This design comes from an exercise in tuning for small area on the open sky130 flow, not from production work. In this exercise RTL edits were held to simulation tests only and were not proved equivalent to the original. The clock port is modelled as an ideal driver; clocking choices that lean on that would not hold on a real chip. Power figures rest on the tool's default switching activity, not on a simulated workload.

fjord:
## dual_axis_servo_uart_v5
module dual_axis_servo_uart_v5(
    input clk50mhz,
    input rst,
    input uart_rx,
    output reg servo_x,
    output reg servo_y1,
    output servo_y2
);
For scale: ~370 cells after synthesis, about 6 I/O pins, ~0.0035 mm² of cells after synthesis.
clock: 20.0 ns
lec_check: 0
cap_margin: 0
core_aspect_ratio: 2.0
core_margin: 2
core_utilization: 80
gpl_timing_driven: 0
place_density: 0.85
slew_margin: 0
standard.sh (not shown) runs the stock make flow with config.mk's settings and CLKGATE_MAP_FILE= SYNTH_SCRIPT=/design/flow/synth_recipe.tcl, a recipe that flattens the netlist after the stock synthesis.
==> flow/flow/run.sh <==
#!/bin/bash
# Own layout flow:
#  1. the standard synthesis (standard.sh synth), unchanged;
#  2. the combinational logic between its registers is re-mapped by ABC with
#     a few area-oriented scripts, run side by side; the smallest netlist that
#     passes yosys's mapped-design check is kept (the registers, their names
#     and their cell types are left as the standard synthesis made them);
#  3. the standard layout steps from that netlist, with CTS told not to
#     add dummy loads and to use clkbuf_4, after which the clock buffers that
#     drive many sinks are upsized (flow/post_cts.tcl); port buffers are buf_1.
# Each tool writes its full output to a log file of its own in this folder.
set -euo pipefail
R=orfs/results/${FLOW_PLATFORM}/dual_axis_servo_uart_v5/base
LIB=${FLOW_HOME}/platforms/${FLOW_PLATFORM}/lib/sky130_fd_sc_hd__tt_025C_1v80.lib
HERE=$(pwd)

bash standard.sh synth > std_synth.log 2>&1
cp ${R}/1_2_yosys.v std_1_2_yosys.v

i=0
while IFS= read -r S; do
  [ -z "$S" ] && continue
  i=$((i+1))
  mkdir -p resyn${i}
  echo "$S" > resyn${i}/script.abc
  sed -e "s#@LIB@#${LIB}#g" -e "s#@IN@#${HERE}/std_1_2_yosys.v#" \
      -e "s#@OUT@#${HERE}/resyn${i}/out.v#" -e "s#@ABC@#${HERE}/resyn${i}/script.abc#" \
      -e "s#@STAT@#${HERE}/resyn${i}/stat.txt#" flow/resynth.ys > resyn${i}/resynth.ys
  (yosys -s resyn${i}/resynth.ys > resyn${i}.log 2>&1 || true) &
done < flow/abc_scripts.txt
wait

best=""; best_area=""
for d in resyn*/; do
  d=${d%/}
  [ -f ${d}/out.v ] && [ -f ${d}/stat.txt ] || continue
  a=$(grep 'Chip area' ${d}/stat.txt | awk '{print $NF}' || true)
  [ -n "$a" ] || continue
  if [ -z "$best" ] || awk -v a="$a" -v b="$best_area" 'BEGIN{exit !(a < b)}'; then
    best=$d; best_area=$a
  fi
done
echo "standard synthesis: $(grep 'Chip area' orfs/reports/${FLOW_PLATFORM}/dual_axis_servo_uart_v5/base/synth_stat.txt | awk '{print $NF}' || true)" > resyn_choice.log
for d in resyn*/; do echo "${d%/}: $(grep 'Chip area' ${d}stat.txt 2>/dev/null | awk '{print $NF}' || true)" >> resyn_choice.log; done
if [ -n "$best" ]; then
  echo "kept: $best ($best_area)" >> resyn_choice.log
  cp ${best}/out.v ${R}/1_2_yosys.v
  rm -f ${R}/1_synth.odb ${R}/1_synth.sdc
  bash standard.sh synth > odb.log 2>&1
else
  echo "kept: standard synthesis" >> resyn_choice.log
fi

bash standard.sh \
  "CTS_ARGS=-sink_clustering_enable -repair_clock_nets -dont_use_dummy_load -buf_list sky130_fd_sc_hd__clkbuf_4" \
  "POST_CTS_TCL=${HERE}/flow/post_cts.tcl" \
  "BUFFER_PORTS_ARGS=-buffer_cell sky130_fd_sc_hd__buf_1" \
  finish > layout.log 2>&1
Other scripts of this flow, unchanged in this note and not shown: flow/flow/abc_scripts.txt, flow/flow/post_cts.tcl, flow/flow/resynth.ys
Modified inputs, harbor compared to fjord
# fjord
export LEC_CHECK = 0
export CAP_MARGIN = 0
export CORE_ASPECT_RATIO = 2.0
export CORE_MARGIN = 2
export CORE_UTILIZATION = 80
export GPL_TIMING_DRIVEN = 0
export PLACE_DENSITY = 0.85
export SLEW_MARGIN = 0
create_clock -name core_clock -period 20.0 [get_ports {clk50mhz}]
# harbor
export LEC_CHECK = 0
export CAP_MARGIN = 0
export CORE_MARGIN = 2
export CORE_UTILIZATION = 80
export GPL_TIMING_DRIVEN = 0
export PLACE_DENSITY = 0.85
export SLEW_MARGIN = 0
create_clock -name core_clock -period 20.0 [get_ports {clk50mhz}]
Findings:
- harbor: average routed wire per standard cell lower than fjord
- harbor vs fjord, critical path endpoint: q[3] vs q[1]
- harbor vs. fjord: power dissipated in the clock network now larger; share of the clock period used by the worst path after layout now smaller; initial core utilization now larger.
- The standard cell with the maximum stage delay on the critical path comes out clkinv_1 in one run and buf_1 in the other, namely in fjord and harbor respectively.

what the ideal ports hide:
The results above use ideal ports. As a check the final layouts listed here were re-extracted and re-timed, cells and wires unchanged. Step 1 sets driving cells, clkbuf_16 on the clock port and buf_2 on the other inputs (assumed; they add their load-dependent delay and slew). Step 2 times the ports against the registers' clock, not the clock port: input delays grow and output delays shrink by t, the midpoint of the rising clock arrivals with the driver on. Three values: ideal ports, drivers, drivers and shift; two values: the first two.
| run | t (ns) | setup WS [ns] | worst data-port slew with drivers (ns) |
|---|---|---|---|
| fjord | 0.435 | 13.398 / 13.393 / 12.958 | 0.03 |
| harbor | 0.458 | 13.585 / 13.573 / 13.115 | 0.03 |
After both steps setup and hold are still met in every run listed. For harbor, which loses most, drivers alone change the setup slack by -0.012 ns; drivers and shift together by -0.470 ns.
